Source: an optimization exercise on an open RTL-to-GDS flow (aim: small area, a short achievable clock period and few clock cycles). Production flows keep margins and buffers that such runs may drop.
Function was checked by simulation only, so behaviour that the tests miss may differ from the original.
Power and IR drop assume default switching activity.

==> flow/config.mk <==
export PLATFORM = sky130hd
export DESIGN_NAME = mips
export DESIGN_NICKNAME = mips
export VERILOG_FILES = /design/flow/design.v
export SDC_FILE = /design/flow/constraint.sdc
export NUM_CORES = 4
export LEC_CHECK = 0
export CAP_MARGIN = 20
export CORE_MARGIN = 2
export CORE_UTILIZATION = 40
export CTS_CLUSTER_DIAMETER = 100
export CTS_CLUSTER_SIZE = 25
export PLACE_DENSITY = 0.6
export SLEW_MARGIN = 20
==> flow/constraint.sdc <==
create_clock -name core_clock -period 110.0 [get_ports {clk}]
set_input_delay 22.0000 -clock core_clock [delete_from_list [all_inputs] [get_ports {clk}]]
set_output_delay 22.0000 -clock core_clock [all_outputs]
set_load 0.01 [all_outputs]
==> flow/design.v <==
`timescale 1ns / 1ps
module mdpart(
    input clk,
    input reset,
    input start,
    input [2:0] kind,       
    input wr_hi,
    input wr_lo,
    input [31:0] a,
    input [31:0] b,
    output busy,
    output reg [31:0] hi,
    output reg [31:0] lo
    );
  reg        run;           
  reg        prep;          
  reg        dv;            
  reg        sg;            
  reg        ma;            
  reg        qn, rn;        
  reg [4:0]  cnt;
  reg [34:0] H;             
  reg [32:0] M;             
  assign busy = run;
  wire k_div = kind[1] & ~kind[2];
  wire k_sgn = kind[0] | kind[2];             
  wire a_neg = k_sgn & a[31];
  wire b_neg = k_sgn & b[31];
  wire a_z = a == 32'd0;
  wire b_z = b == 32'd0;
  wire last = cnt == 5'd0;
  wire [3:0] ch = lo[3:0];
  wire [38:0] Ms = {{6{M[32]}}, M};
  wire [38:0] pp0 = ch[0] ? Ms : 39'd0;
  wire [38:0] pp1 = ch[1] ? {Ms[37:0], 1'b0} : 39'd0;
  wire [38:0] pp2 = ch[2] ? {Ms[36:0], 2'b0} : 39'd0;
  wire neg3 = sg & last & ch[3];              
  wire [38:0] pp3 = ch[3] ? ({Ms[35:0], 3'b0} ^ {39{neg3}}) : 39'd0;
  wire [38:0] hx = {{4{H[34]}}, H};
  wire [38:0] hadd = (ma & last) ? {3'b0, hi, 4'b0} : 39'd0;
  wire [38:0] s1, c1, s2, c2, s3, c3, s4, c4;
  csa #(39) u_c1(.x(hx), .y(pp0), .z(pp1), .s(s1), .c(c1));
  csa #(39) u_c2(.x(pp2), .y(pp3), .z(hadd), .s(s2), .c(c2));
  csa #(39) u_c3(.x(s1), .y({c1[37:0], 1'b0}), .z(s2), .s(s3), .c(c3));
  csa #(39) u_c4(.x(s3), .y({c3[37:0], 1'b0}), .z({c2[37:0], 1'b0}), .s(s4), .c(c4));
  wire [38:0] msum;
  wire mco;
  rca #(39) u_ma(.x(s4), .y({c4[37:0], 1'b0}), .ci(neg3), .s(msum), .co(mco));
  wire [32:0] r2 = {H[31:0], lo[31]};
  wire [32:0] dsub;
  wire dco;
  rca #(33) u_ds(.x(r2), .y(~M), .ci(1'b1), .s(dsub), .co(dco));
  wire qb = dco;                               
  wire [32:0] rnext = qb ? dsub : r2;
  wire [31:0] qnext = {lo[30:0], qb};
  wire [31:0] nM = ~M[31:0];
  wire ge32, ge24, ge16, ge8;                  
  cmpge #(32) u_g32(.x(lo), .ny(nM), .ge(ge32));
  cmpge #(24) u_g24(.x(lo[31:8]), .ny(nM[23:0]), .ge(ge24));
  cmpge #(16) u_g16(.x(lo[31:16]), .ny(nM[15:0]), .ge(ge16));
  cmpge #(8)  u_g8 (.x(lo[31:24]), .ny(nM[7:0]), .ge(ge8));
  wire lt32 = ~ge32;
  wire lt24 = (M[31:24] != 8'd0) | ~ge24;
  wire lt16 = (M[31:16] != 16'd0) | ~ge16;
  wire lt8  = (M[31:8] != 24'd0) | ~ge8;
  wire [31:0] n1_in = start ? a : prep ? lo : rnext[31:0];
  wire [31:0] n2_in = start ? b : qnext;
  wire n1_neg = start ? a_neg : rn;
  wire n2_neg = start ? b_neg : qn;
  wire [31:0] n1_out, n2_out;
  cneg u_n1(.x(n1_in), .n(n1_neg), .y(n1_out));
  cneg u_n2(.x(n2_in), .n(n2_neg), .y(n2_out));
  always @(posedge clk) begin
    if (reset) begin
      run <= 1'b0;
      hi <= 32'd0;
      lo <= 32'd0;
    end else if (start) begin
      dv <= k_div;
      sg <= k_sgn;
      ma <= kind[2];
      qn <= a_neg ^ b_neg;
      rn <= a_neg;
      prep <= k_div;
      cnt <= 5'd7;
      if (k_div) begin
        M <= {1'b0, n2_out};
        H <= 35'd0;
        if (!b_z) begin
          lo <= n1_out;
          run <= 1'b1;
        end
      end else begin
        M <= {k_sgn & a[31], a};
        H <= kind[2] ? {3'b0, lo} : 35'd0;
        if (a_z | b_z) begin
          if (!kind[2]) begin
            hi <= 32'd0;
            lo <= 32'd0;
          end
        end else begin
          lo <= b;
          run <= 1'b1;
        end
      end
    end else if (run) begin
      if (prep) begin
        prep <= 1'b0;
        if (lt32) begin
          hi <= n1_out;
          lo <= 32'd0;
          run <= 1'b0;
        end else if (lt24) begin
          H <= {11'd0, lo[31:8]};
          lo <= {lo[7:0], 24'd0};
          cnt <= 5'd7;
        end else if (lt16) begin
          H <= {19'd0, lo[31:16]};
          lo <= {lo[15:0], 16'd0};
          cnt <= 5'd15;
        end else if (lt8) begin
          H <= {27'd0, lo[31:24]};
          lo <= {lo[23:0], 8'd0};
          cnt <= 5'd23;
        end else
          cnt <= 5'd31;
      end else begin
        cnt <= cnt - 5'd1;
        if (last) run <= 1'b0;
        if (dv) begin
          H <= {2'b0, rnext};
          if (last) begin
            hi <= n1_out;
            lo <= n2_out;
          end else
            lo <= qnext;
        end else begin
          H <= msum[38:4];
          lo <= {msum[3:0], lo[31:4]};
          if (last) hi <= msum[35:4];
        end
      end
    end else begin
      if (wr_hi) hi <= a;
      if (wr_lo) lo <= a;
    end
  end
endmodule
module csa #(parameter W = 8) (
    input [W-1:0] x,
    input [W-1:0] y,
    input [W-1:0] z,
    output [W-1:0] s,
    output [W-1:0] c
    );
  assign s = x ^ y ^ z;
  assign c = (x & y) | (x & z) | (y & z);
endmodule
module rca #(parameter W = 8) (
    input [W-1:0] x,
    input [W-1:0] y,
    input ci,
    output [W-1:0] s,
    output co
    );
  wire [W:0] c;
  assign c[0] = ci;
  genvar i;
  generate
    for (i = 0; i < W; i = i + 1) begin : b
      wire p = x[i] ^ y[i];
      assign s[i] = p ^ c[i];
      assign c[i+1] = (x[i] & y[i]) | (p & c[i]);
    end
  endgenerate
  assign co = c[W];
endmodule
module cmpge #(parameter W = 8) (
    input [W-1:0] x,
    input [W-1:0] ny,
    output ge
    );
  wire [W:0] c;
  assign c[0] = 1'b1;
  genvar i;
  generate
    for (i = 0; i < W; i = i + 1) begin : b
      assign c[i+1] = (x[i] & ny[i]) | ((x[i] | ny[i]) & c[i]);
    end
  endgenerate
  assign ge = c[W];
endmodule
module cneg (
    input [31:0] x,
    input n,
    output [31:0] y
    );
  assign y[0] = x[0];
  genvar i;
  generate
    for (i = 1; i < 32; i = i + 1) begin : b
      assign y[i] = x[i] ^ (n & (|x[i-1:0]));
    end
  endgenerate
endmodule
`timescale 1ns / 1ps
module mips(
    input clk,
    input reset,
    output [31:0] i_addr,
    input [31:0] i_data,
    output [31:0] m_addr,
    output [3:0] m_be,
    output [31:0] m_wdata,
    input [31:0] m_rdata,
    output w_we,
    output [4:0] w_addr,
    output [31:0] w_data,
    output [31:0] w_pc
    );
  reg [31:0] pcF;                  
  reg        vX;                   
  reg [31:0] irX, pcX;
  reg        weM, ldM;             
  reg [4:0]  dM;
  reg [2:0]  lsM;                  
  reg [31:0] resM, pcM;
  reg [3:0]  beM;
  reg [31:0] wdM;
  reg        weW;
  reg [4:0]  dW;
  reg [31:0] valW, pcW;
  reg        rstq;                 
  wire [32*32-1:0] rfv;            
  wire [5:0] op = irX[31:26];
  wire [5:0] fn = irX[5:0];
  wire [4:0] rs = irX[25:21];
  wire [4:0] rt = irX[20:16];
  wire [4:0] rd = irX[15:11];
  wire special = op == 6'h00;
  wire regimm  = op == 6'h01;
  wire r_alu   = special & (fn[5:3] == 3'b100);           
  wire r_shift = special & (fn[5:3] == 3'b000) & (fn[1:0] != 2'b01);
  wire r_slt   = special & (fn[5:1] == 5'b10101);         
  wire i_jr    = special & (fn == 6'h08);
  wire i_jalr  = special & (fn == 6'h09);
  wire i_movz  = special & (fn == 6'h0a);
  wire i_mfhi  = special & (fn == 6'h10);
  wire i_mthi  = special & (fn == 6'h11);
  wire i_mflo  = special & (fn == 6'h12);
  wire i_mtlo  = special & (fn == 6'h13);
  wire i_muldiv= special & (fn[5:2] == 4'b0110);          
  wire i_madd  = (op == 6'h1c) & (fn == 6'h00);
  wire i_bltz  = regimm & (rt == 5'b00000);
  wire i_bgez  = regimm & (rt == 5'b00001);
  wire i_bgezal= regimm & (rt == 5'b10001);
  wire i_j     = op == 6'h02;
  wire i_jal   = op == 6'h03;
  wire i_beq   = op == 6'h04;
  wire i_bne   = op == 6'h05;
  wire i_blez  = op == 6'h06;
  wire i_bgtz  = op == 6'h07;
  wire i_arith = (op[5:1] == 5'b00100);                   
  wire i_slti  = (op[5:1] == 5'b00101);                   
  wire i_logic = (op[5:2] == 4'b0011) & (op[1:0] != 2'b11);  
  wire i_lui   = op == 6'h0f;
  wire i_load  = (op == 6'h23) | (op == 6'h20) | (op == 6'h24) | (op == 6'h21) | (op == 6'h25);
  wire i_store = (op == 6'h2b) | (op == 6'h28) | (op == 6'h29);
  wire md_op   = i_muldiv | i_madd | i_mfhi | i_mflo | i_mthi | i_mtlo;
  wire uses_rs = ~(i_j | i_jal);
  wire uses_rt = special | i_beq | i_bne | i_store | (op == 6'h1c);
  reg [31:0] rf_rs, rf_rt;
  integer k;
  always @(*) begin
    rf_rs = 32'd0;
    rf_rt = 32'd0;
    for (k = 1; k < 32; k = k + 1) begin
      rf_rs = rf_rs | (rfv[k*32 +: 32] & {32{rs == k}});
      rf_rt = rf_rt | (rfv[k*32 +: 32] & {32{rt == k}});
    end
  end
  wire fwdM_rs = weM & (dM == rs);
  wire fwdM_rt = weM & (dM == rt);
  wire fwdW_rs = weW & (dW == rs);
  wire fwdW_rt = weW & (dW == rt);
  wire [31:0] a = fwdM_rs ? resM : fwdW_rs ? valW : rf_rs;
  wire [31:0] b = fwdM_rt ? resM : fwdW_rt ? valW : rf_rt;
  wire md_busy;
  wire [31:0] hi, lo;
  wire stall = vX & ((ldM & ((fwdM_rs & uses_rs) | (fwdM_rt & uses_rt))) |
                     (md_op & md_busy));
  wire go = vX & ~stall;
  wire [31:0] imm_s = {{16{irX[15]}}, irX[15:0]};
  wire [31:0] imm_z = {16'b0, irX[15:0]};
  wire use_imm = i_arith | i_slti | i_load | i_store;
  wire [31:0] opb = use_imm ? imm_s : i_logic ? imm_z : b;
  wire is_sub = (r_alu & fn[1]) | r_slt | i_slti;
  wire [31:0] sum;
  wire sum_co;
  rca #(32) u_alu_add(.x(a), .y(opb ^ {32{is_sub}}), .ci(is_sub), .s(sum), .co(sum_co));
  wire lt_s = (a[31] ^ opb[31]) ? a[31] : sum[31];
  wire lt_u = ~sum_co;
  wire slt_unsigned = r_slt ? fn[0] : op[0];
  wire [31:0] slt_res = {31'd0, slt_unsigned ? lt_u : lt_s};
  wire [1:0] lsel = r_alu ? fn[1:0] : op[1:0];            
  reg [31:0] log_res;
  always @(*) begin
    case (lsel)
      2'd0: log_res = a & opb;
      2'd1: log_res = a | opb;
      2'd2: log_res = a ^ opb;
      default: log_res = ~(a | opb);
    endcase
  end
  wire [4:0] shamt = fn[2] ? a[4:0] : irX[10:6];
  wire sh_left = ~fn[1];
  wire [31:0] b_rev, sh_r, sh_res;
  genvar gi;
  generate
    for (gi = 0; gi < 32; gi = gi + 1) begin : rev
      assign b_rev[gi] = b[31 - gi];
      assign sh_res[gi] = sh_left ? sh_r[31 - gi] : sh_r[gi];
    end
  endgenerate
  wire [31:0] sh_in = sh_left ? b_rev : b;
  wire sh_fill = fn[0] & b[31];                           
  wire [63:0] sh_ext = {{32{sh_fill}}, sh_in} >> shamt;
  assign sh_r = sh_ext[31:0];
  wire [29:0] pcX_inc;                                    
  inc #(30) u_incx(.x(pcX[31:2]), .s(pcX_inc));
  wire [28:0] pcX_inc8;                                   
  inc #(29) u_incx8(.x(pcX[31:3]), .s(pcX_inc8));
  wire [31:0] pc4X = {pcX_inc, pcX[1:0]};
  wire [31:0] pc8X = {pcX_inc8, pcX[2:0]};
  wire [29:0] pcF_inc;
  inc #(30) u_incf(.x(pcF[31:2]), .s(pcF_inc));
  wire [31:0] pc4F = {pcF_inc, pcF[1:0]};
  wire link = i_jal | i_jalr | i_bgezal;
  reg [31:0] resX;
  always @(*) begin
    if (link) resX = pc8X;
    else if (i_movz) resX = a;
    else if (i_mfhi) resX = hi;
    else if (i_mflo) resX = lo;
    else if (i_lui) resX = {irX[15:0], 16'd0};
    else if (r_shift) resX = sh_res;
    else if (r_slt | i_slti) resX = slt_res;
    else if ((r_alu & fn[2]) | i_logic) resX = log_res;
    else resX = sum;
  end
  wire b_zero = b == 32'd0;
  wire writes = r_alu | r_shift | r_slt | i_arith | i_slti | i_logic | i_lui | i_load |
                i_mfhi | i_mflo | i_jal | i_jalr | i_bgezal | (i_movz & b_zero);
  wire [4:0] dest = (i_jal | i_bgezal) ? 5'd31 :
                    (special) ? rd : rt;
  wire weX = go & writes & (dest != 5'd0);
  wire eq = a == b;
  wire a_zero = a == 32'd0;
  wire taken_b = (i_beq & eq) | (i_bne & ~eq) | (i_blez & (a[31] | a_zero)) |
                 (i_bgtz & ~a[31] & ~a_zero) | (i_bltz & a[31]) |
                 ((i_bgez | i_bgezal) & ~a[31]);
  wire [29:0] br_hi;
  wire br_co;
  rca #(30) u_br(.x(pc4X[31:2]), .y(imm_s[29:0]), .ci(1'b0), .s(br_hi), .co(br_co));
  wire [31:0] br_tgt = {br_hi, pc4X[1:0]};
  wire [31:0] npc = ~vX ? pc4F :
                    (i_jr | i_jalr) ? a :
                    (i_j | i_jal) ? {pc4X[31:28], irX[25:0], 2'b00} :
                    taken_b ? br_tgt : pc4F;
  reg [3:0] beX;
  reg [31:0] wdX;
  always @(*) begin
    beX = 4'b0000;
    wdX = b;
    if (i_store) begin
      if (op[1:0] == 2'b01) begin                        
        case (sum[1:0])
          2'b00: begin beX = 4'b0011; wdX = {2{b[15:0]}}; end
          2'b10: begin beX = 4'b1100; wdX = {2{b[15:0]}}; end
          default: begin beX = 4'b1111; wdX = 32'd0; end
        endcase
      end else if (op[1:0] == 2'b00) begin               
        wdX = {4{b[7:0]}};
        case (sum[1:0])
          2'b00: beX = 4'b0001;
          2'b01: beX = 4'b0010;
          2'b10: beX = 4'b0100;
          default: beX = 4'b1000;
        endcase
      end else beX = 4'b1111;                            
    end
  end
  wire [2:0] md_kind = i_madd ? 3'd6 : {1'b0, fn[1], ~fn[0]};   
  mdpart u_md(.clk(clk), .reset(rstq),
              .start(go & (i_muldiv | i_madd)), .kind(md_kind),
              .wr_hi(go & i_mthi), .wr_lo(go & i_mtlo),
              .a(a), .b(b), .busy(md_busy), .hi(hi), .lo(lo));
  always @(posedge clk) begin
    rstq <= reset;
    if (reset | rstq) vX <= 1'b0;
    else if (~stall) vX <= 1'b1;
    if (rstq) pcF <= 32'h00003000;
    else if (~stall) pcF <= npc;
    if (~stall) begin
      irX <= i_data;
      pcX <= pcF;
    end
  end
  always @(posedge clk) begin
    if (reset) begin
      weM <= 1'b0;
      beM <= 4'b0;
      ldM <= 1'b0;
    end else begin
      weM <= weX;
      beM <= go ? beX : 4'b0;
      ldM <= go & i_load;
    end
    dM <= dest;
    resM <= resX;
    pcM <= pcX;
    wdM <= wdX;
    lsM <= (op[2:0] == 3'b100) ? 3'd1 : (op[2:0] == 3'b000) ? 3'd2 :
           (op[2:0] == 3'b101) ? 3'd3 : (op[2:0] == 3'b001) ? 3'd4 : 3'd0;
  end
  assign i_addr = pcF;
  assign m_addr = resM;
  assign m_be = beM;
  assign m_wdata = wdM;
  wire [7:0] ld_byte = (resM[1:0] == 2'b11) ? m_rdata[31:24] :
                       (resM[1:0] == 2'b10) ? m_rdata[23:16] :
                       (resM[1:0] == 2'b01) ? m_rdata[15:8] : m_rdata[7:0];
  wire [15:0] ld_half = (resM[1:0] == 2'b10) ? m_rdata[31:16] : m_rdata[15:0];
  reg [31:0] ld_val;
  always @(*) begin
    case (lsM)
      3'd1: ld_val = {24'd0, ld_byte};
      3'd2: ld_val = {{24{ld_byte[7]}}, ld_byte};
      3'd3: ld_val = {16'd0, ld_half};
      3'd4: ld_val = {{16{ld_half[15]}}, ld_half};
      default: ld_val = m_rdata;
    endcase
  end
  always @(posedge clk) begin
    if (reset) weW <= 1'b0;
    else weW <= weM;
    dW <= dM;
    valW <= ldM ? ld_val : resM;
    pcW <= pcM;
  end
  wire [31:0] rf_wd = valW & {32{~rstq}};
  assign rfv[31:0] = 32'd0;
  genvar g;
  generate
    for (g = 1; g < 32; g = g + 1) begin : grf
      reg [31:0] r;
      always @(posedge clk)
        if (rstq | (weW & (dW == g))) r <= rf_wd;
      assign rfv[g*32 +: 32] = r;
    end
  endgenerate
  assign w_we = weW;
  assign w_addr = dW;
  assign w_data = valW;
  assign w_pc = pcW;
endmodule
module inc #(parameter W = 8) (
    input [W-1:0] x,
    output [W-1:0] s
    );
  wire [W:0] c;
  assign c[0] = 1'b1;
  genvar i;
  generate
    for (i = 0; i < W; i = i + 1) begin : b
      assign s[i] = x[i] ^ c[i];
      assign c[i+1] = x[i] & c[i];
    end
  endgenerate
endmodule
==> flow/flow/run.sh <==
#!/bin/bash
# Layout: the standard flow (standard synthesis unchanged) with two changes to
# how the layout is made:
#  - the port buffers are buf_4 cells instead of the buffer_ports default;
#  - repair_timing aims below the period that the fixed input/output delays allow,
#    so it sizes the flip-flops and buffers on the port paths.
# The constraints (SDC) and the clock period are the standard flow's, unchanged.
set -euo pipefail
bash standard.sh "BUFFER_PORTS_ARGS=-buffer_cell sky130_fd_sc_hd__buf_4" SETUP_SLACK_MARGIN=87 finish > standard_flow.log 2>&1
==> flow/standard.sh <==
#!/bin/bash
# synth_recipe.tcl (not shown) runs the flow's synth.tcl, then flattens the netlist and writes it again
# the make line also repeats each setting of config.mk as NAME=value (left out here)
make -C /OpenROAD-flow-scripts/flow DESIGN_CONFIG=/design/flow/config.mk WORK_HOME=/design/flow/orfs CLKGATE_MAP_FILE= SYNTH_SCRIPT=/design/flow/synth_recipe.tcl "${@:-finish}"
==> impl_metrics.yaml, run 1 <==
sta:
  tns_ns: 0
  finClkSkew_ns: 0.0898
  hold_violations: 0
  period_minus_slack_ns: 23.49
  finalSetupViolCount: 0
  fmax_mhz: 42.6
  max_slew_margin: 0.129
  finalCritPeriodShare: 0.214
  rsz0062_at_grt: "true"
  worst_pin_slew_ns: 1.30
  setup_ws_ns: 86.51
  slew_viol_final: 0
detailed_routing:
  totalWireLength_um: 492000
  wl_per_cell_um: 45.5
  via_count: 82185
  drc: 0
  ant_nets: 0
  dr.pass1.iters: 15
  vias_per_cell: 7.61
  drt_iter0_drc: 18417
grt:
  grt_antenna_before_repair: 79
  grt_pass1_wl_um: 652000
  overflow: 0
  grt_max_degree: 95
  first_global_vias: 75125
  grt.total_usage: 0.450
power:
  power_leakage_nw: 36.2
  p_per_area_nw_per_um2: 17.0
  totalPowerFinal_w: 0.00161
  peakVddDrop_mv: 0.0161
yosys:
  syn_nets: 8228
  synth_cells: 7738
  syn_area_um2: 83100
  synthFlopType: "edfxtp_1"
  synth_cell_types: 106
  ys_warn_count: 2
  synth-edff-count: 1135
  synth_fa_ha_area_frac: 0.0896
  syn_area_per_cell_um2: 10.7
  synth_mux_area_frac: 0.0419
  synth-xor-area-share: 0.0237
  synth_compound_area_frac: 0.184
  ys_seq_area_frac: 0.477
  synthSimpleGateAreaFrac: 0.138
  synth_top_family_by_area: "compound AO/OA/AOI/OAI gates"
  async_reset_ff_frac: 0
  ys_ff_latch: 1414
job:
  maxCapViolations: 0
clock_network:
  cts_made_buffers: 77
  clockBufferDepth: 3
  holdBufCountCts: 0
  cts_tree: "built"
  clk_latency_ns: 0.87
  clkSlewWorstSetupHoldPaths_ns: 0.10
  root_buffer: "clkbuf_16"
  cts.sinks: 1414
  cts-htree-levels: 3
setup_path:
  slowest_stage: "dfxtp_4"
  critPathLaunchType: "register"
  crit_arrival_ns: 1.49
  cp_slowest_stage_delay_ns: 0.52
  worst-setup-path-type: "register to primary output"
  cp_top_family: "flip-flops"
  crit_path_max_fanout: 4
  crit_buf_inv: 1
  required_ns: 88.00
  critPathCaptureType: "primary output"
  path_cells: "buf_6"
finish:
  finish.net_count: 8435
  num-fill-cells: 19119
  fin_cells: 10796
  final_common_cell: "edfxtp_1"
  top_register: "grf.r"
  reg_top3: "grf.r (992), u_md.H (35), u_md.M (33)"
  drive_gt1_frac: 0.173
  largest_reg_flops: 992
  final_cell_mix: "edfxtp_1 (1135), a22oi_1 (663), buf_4 (591), nand2_1 (457), and3_1 (410)"
  syn_to_final_growth_pct: 13.9
floorplanning:
  core-area_um2: 207000
  start_util: 0.402
  die_h_um: 460
  pin_count: 236
  rows: 167
  die_w_um: 460
  dieArea_um2: 211000
placed_design:
  pre_cts_slack_ns: 86.15
  dp_cells: 10470
  place_congestion: 1.07
  port_buffers: 235
  dpl.hpwl_um: 318000
min_path:
  hold_path.class: "register to register"
outcome:
  status: "complete, no violations"
[layer usage]
metal / vias up / track usage / wire length, µm / share of wire
li1: 30057 / - / - / -
met1: 39493 / 0.512 / 156000 / 0.32
met2: 9303 / 0.608 / 190000 / 0.39
met3: 3260 / 0.230 / 83200 / 0.17
met4: 72 / 0.404 / 61500 / 0.13
met5: - / 0.0234 / 1180 / 0.0024
[cells in the mapped netlist (57+ instances only)]
cell type / number / share of area
nand2_1: 475 / 0.021
buf_2: 71 / 0.0043
and2_1: 103 / 0.0078
nand4_1: 169 / 0.013
xnor2_1: 105 / 0.011
nor2b_1: 75 / 0.0056
inv_1: 297 / 0.013
nor3_1: 78 / 0.0047
o22ai_1: 82 / 0.0062
dfxtp_1: 279 / 0.067
a31oi_1: 57 / 0.0043
a22oi_1: 663 / 0.060
o21ai_0: 352 / 0.021
a21oi_1: 319 / 0.019
a2111oi_0: 109 / 0.011
o211ai_1: 75 / 0.0068
mux2i_1: 212 / 0.026
clkbuf_1: 488 / 0.022
nor2_1: 453 / 0.020
xor2_1: 120 / 0.013
nand3_1: 248 / 0.015
fa_1: 264 / 0.064
and3_1: 411 / 0.031
ha_1: 160 / 0.024
buf_1: 65 / 0.0029
a221oi_1: 72 / 0.0076
edfxtp_1: 1135 / 0.41
[per-stage QoR]
stage	cell area, µm²	utilization	hold WS [ns]
6_report	94600	0.457	0.330
4_1_cts	94200	0.455	0.332
3_5_place_dp	90000	0.435	0.312
5_1_grt	94400	0.456	0.332
3_3_place_gp	90000	0.435	0.312
2_1_floorplan	83100	-	0.310
[final cells by class]
| class | count | area (µm²) | share of cell area |
|---|---|---|---|
| multi-input cells | 5366 | 40800 | 0.431 |
| flip-flops and latches | 1414 | 40000 | 0.423 |
| repair buffers | 768 | 6470 | 0.0684 |
| well taps | 2704 | 3380 | 0.0358 |
| clock buffers | 89 | 1970 | 0.0208 |
| inverters | 318 | 1200 | 0.0126 |
| clock inverters | 32 | 569 | 0.00602 |
| diodes | 105 | 263 | 0.00278 |
[path summary, 6_finish.rpt]
path,start,cells past startpoint,end,slack [ns]
worst min-delay path,pcM[8],0,pcW[8],0.33
worst max-delay path,valW[10],1,w_data[10],86.51
worst min register to register,pcM[8],0,pcW[8],0.33
worst max register to register,irX[23],51,resM[31],89.32
[report_power, final]
group / leakage [nW] / switching, W / total, W / internal, W
registers: 13.9 / 0.0000641 / 0.000763 / 0.000699
logic: 21.1 / 0.000337 / 0.000492 / 0.000155
clock network: 1.22 / 0.000210 / 0.000353 / 0.000143
[cells by family after synthesis]
family | after synthesis
DFF | 1414
xor gates and xnor gates | 225
buffers and inverters | 958
AOI/OAI and AO/OA | 2183
muxes | 290
and+or+nand+nor | 2228
adders and majority gates | 440
[repair_timing]
| action | CTS | global route |
|---|---|---|
| setup endpoints to repair | 171 | 186 |
| pin swaps | 0 | 0 |
| setup buffers | 89 | 10 |
| gates resized for setup | 373 | 22 |
| gates cloned | 0 | 0 |
Testbench counts, summed over its fixed seeds: cycles 21,046.
==> inputs of run 2 (changes only) <==
==> flow/flow/run.sh (replaced) <==
#!/bin/bash
# Layout: the standard flow (standard synthesis unchanged) with two changes to
# how the layout is made:
#  - the port buffers are buf_2 cells instead of the buffer_ports default;
#  - repair_timing aims below the period that the fixed input/output delays allow,
#    so it sizes the flip-flops and buffers on the port paths.
# The constraints (SDC) and the clock period are the standard flow's, unchanged.
set -euo pipefail
bash standard.sh "BUFFER_PORTS_ARGS=-buffer_cell sky130_fd_sc_hd__buf_2" SETUP_SLACK_MARGIN=87 finish > standard_flow.log 2>&1
--- a/flow/config.mk
+++ b/flow/config.mk
@@ -7,8 +7,8 @@
 export LEC_CHECK = 0
 export CAP_MARGIN = 20
 export CORE_MARGIN = 2
-export CORE_UTILIZATION = 40
+export CORE_UTILIZATION = 45
 export CTS_CLUSTER_DIAMETER = 100
 export CTS_CLUSTER_SIZE = 25
-export PLACE_DENSITY = 0.6
+export PLACE_DENSITY = 0.62
 export SLEW_MARGIN = 20
==> run 2 against run 1 <==
Net effect:
- still clean
- sequential power shrank 0.5%
- clock-buffer cell count shrank 2
- final cell count shrank 1.7%
- synthesized area is the same
- critical endpoint is now w_data[7]
- largest power group unchanged
==> impl_metrics.yaml, run 2 <==
outcome:
  status: "complete, no violations"
sta:
  slew_viol_final: 0
  setup_ws_ns: 86.48
  fmax_mhz: 42.5
  finalSetupViolCount: 0
  period_minus_slack_ns: 23.52
  hold_violations: 0
  finalCritPeriodShare: 0.214
  worst_pin_slew_ns: 1.41
  finClkSkew_ns: 0.0747
  max_slew_margin: 0.0531
  tns_ns: 0
  rsz0062_at_grt: "true"
yosys:
  synth_mux_area_frac: 0.0419
  synth_fa_ha_area_frac: 0.0896
  ys_seq_area_frac: 0.477
  synth-xor-area-share: 0.0237
  synth_cell_types: 106
  syn_nets: 8228
  synth_top_area_cell: "edfxtp_1"
  synth_compound_area_frac: 0.184
  synth_cells: 7738
  async_reset_ff_frac: 0
  syn_area_um2: 83100
  synth_top_family_by_area: "compound AO/OA/AOI/OAI gates"
  synth-edff-count: 1135
  ys_warn_count: 2
  yosysMostFrequentCell: "edfxtp_1"
  synthSimpleGateAreaFrac: 0.138
  synth_top_area_frac: 0.410
  yosys-top-cells-count: "edfxtp_1 (1135), a22oi_1 (663), clkbuf_1 (488)"
  ys_ff_latch: 1414
  yosys-top-cells-area: "edfxtp_1 (41%), dfxtp_1 (6.7%), fa_1 (6.4%), a22oi_1 (6.0%), and3_1 (3.1%)"
  synthFlopType: "edfxtp_1"
  syn_area_per_cell_um2: 10.7
detailed_routing:
  vias_per_cell: 7.86
  dr.max_layer_used: "met5"
  routed-wl-met3_um: 84600
  via_count: 83392
  drt_iter0_drc: 18598
  wl_per_cell_um: 47.3
  wl_met1_um: 156000
  met2_wirelength_um: 195000
  dr.pass1.iters: 13
  drc: 0
  totalWireLength_um: 502000
  ant_nets: 0
setup_path:
  ff2ff_path_depth: 52
  cp_slowest_stage_delay_ns: 0.55
  crit_arrival_ns: 1.52
  cp_top_family: "flip-flops"
  worst-setup-path-type: "register to primary output"
  crit_path_max_fanout: 4
  critPathLaunchType: "register"
  required_ns: 88.00
  slowest_stage: "dfxtp_4"
  crit_cells: 1
  crit_buf_inv: 1
  path_cells: "buf_6"
  critPathCaptureType: "primary output"
clock_network:
  cts_made_buffers: 74
  cts-htree-levels: 3
  clockBufferDepth: 3
  clk_latency_ns: 0.86
  clkSlewWorstSetupHoldPaths_ns: 0.10
  root_buffer: "clkbuf_16"
  holdBufCountCts: 0
  cts_tree: "built"
  cts.sinks: 1414
finish:
  multiInputGateArea_um2: 40700
  reg_top3: "grf.r (992), u_md.H (35), u_md.M (33)"
  num-fill-cells: 16397
  final_cell_mix: "edfxtp_1 (1135), a22oi_1 (663), buf_4 (573), nand2_1 (457), and3_1 (410)"
  seqCellArea_um2: 39900
  final_cell_area_um2: 94000
  fin_cells: 10614
  syn_to_final_growth_pct: 13.2
  final_common_cell: "edfxtp_1"
  largest_reg_flops: 992
  top_register: "grf.r"
  drive_gt1_frac: 0.171
  finish.net_count: 8485
placed_design:
  post_dp_cell_area_um2: 89400
  dp_cells: 10275
  pre_cts_slack_ns: 86.25
  place_congestion: 1.09
  dpl.hpwl_um: 325000
  port_buffers: 235
min_path:
  holdPathStages: 0
  hold_path.class: "register to register"
power:
  p_per_area_nw_per_um2: 17.1
  power_leakage_nw: 36.2
  peakVddDrop_mv: 0.0155
  totalPowerFinal_w: 0.00161
grt:
  grt_antenna_before_repair: 96
  first_global_vias: 76495
  overflow: 0
  grt_pass1_wl_um: 666000
  grt_max_degree: 128
  grt.total_usage: 0.523
floorplanning:
  pin_count: 236
  core-area_um2: 183000
  die_h_um: 434
  die_w_um: 434
  rows: 157
  start_util: 0.453
  dieArea_um2: 188000
job:
  maxCapViolations: 0
## run 2: what timing repair did
action | CTS | global route
gates resized for setup | 317 | 39
setup buffers | 95 | 11
setup endpoints to repair | 170 | 171
## run 2: logic make-up after synthesis
logic type | after synthesis
simple gates | 2228
mux | 290
compound gates | 2183
buf+inv | 958
flops | 1414
fa+ha+maj | 440
xor+xnor | 225
## run 2: power breakdown
| group | internal, W | switching, W | total [W] |
|---|---|---|---|
| Clock | 0.000135 | 0.000200 | 0.000335 |
| Combinational | 0.000157 | 0.000358 | 0.000515 |
| Sequential | 0.000698 | 0.0000611 | 0.000759 |
| Total | 0.000990 | 0.000618 | 0.00161 |
## run 2: metal layers
metal / global-route usage / vias to the layer above
met3: 0.279 / 3532
met4: 0.492 / 60
met1: 0.574 / 39942
li1: - / 30153
met5: 0.0601 / -
met2: 0.709 / 9705
## run 2: stage by stage
| step | hold slack, ns | util |
|---|---|---|
| CTS | 0.328 | 0.510 |
| global placement | 0.311 | 0.487 |
| finish | 0.331 | 0.513 |
| floorplan | 0.310 | - |
| detailed placement | 0.312 | 0.488 |
| global route | 0.338 | 0.512 |
## run 2: worst paths after layout
kind | startpoint | to | slack (ns)
worst max-delay path | valW[7] | w_data[7] | 86.48
worst min-delay path | pcM[5] | pcW[5] | 0.33
worst max register to register | irX[18] | resM[31] | 89.16
worst min register to register | pcM[5] | pcW[5] | 0.33
## run 2: layout make-up
cell class	instances	area share
multi-input cells	5366	0.433
flip-flops and latches	1414	0.425
repair buffers	821	0.0693
well taps	2464	0.0328
clock buffers	87	0.0204
inverters	318	0.0127
clock inverters	27	0.00434
diodes	117	0.00311

re-timing with driven ports:
Ports are ideal in the flow. The routed layouts listed here were re-timed in OpenROAD. Step 1 (the two cells are an assumption about what drives the block):
set clk [get_ports {clk}]
set_driving_cell -lib_cell sky130_fd_sc_hd__clkbuf_16 $clk
set_driving_cell -lib_cell sky130_fd_sc_hd__buf_2 [delete_from_list [all_inputs] $clk]
Step 2 times the ports against the registers' clock, not the clock port: input delays grow and output delays shrink by t, the midpoint of the rising clock arrivals with the driver on. Slacks: ideal / step 1 / step 2; pairs: ideal / step 1.
| run | t, ns | setup slack, ns | slew at the worst register clock pin (ns) | pins driven straight from the clock port |
|---|---|---|---|---|
| run 1 | 0.907 | 86.511 / 86.426 / 86.198 | 0.12 / 0.12 | 1 |
| run 2 | 0.918 | 86.478 / 86.379 / 86.178 | 0.12 / 0.12 | 1 |
After both steps every run listed still meets setup and hold. For run 1, which loses most, drivers alone change the setup slack by -0.085 ns; drivers and shift together by -0.313 ns.
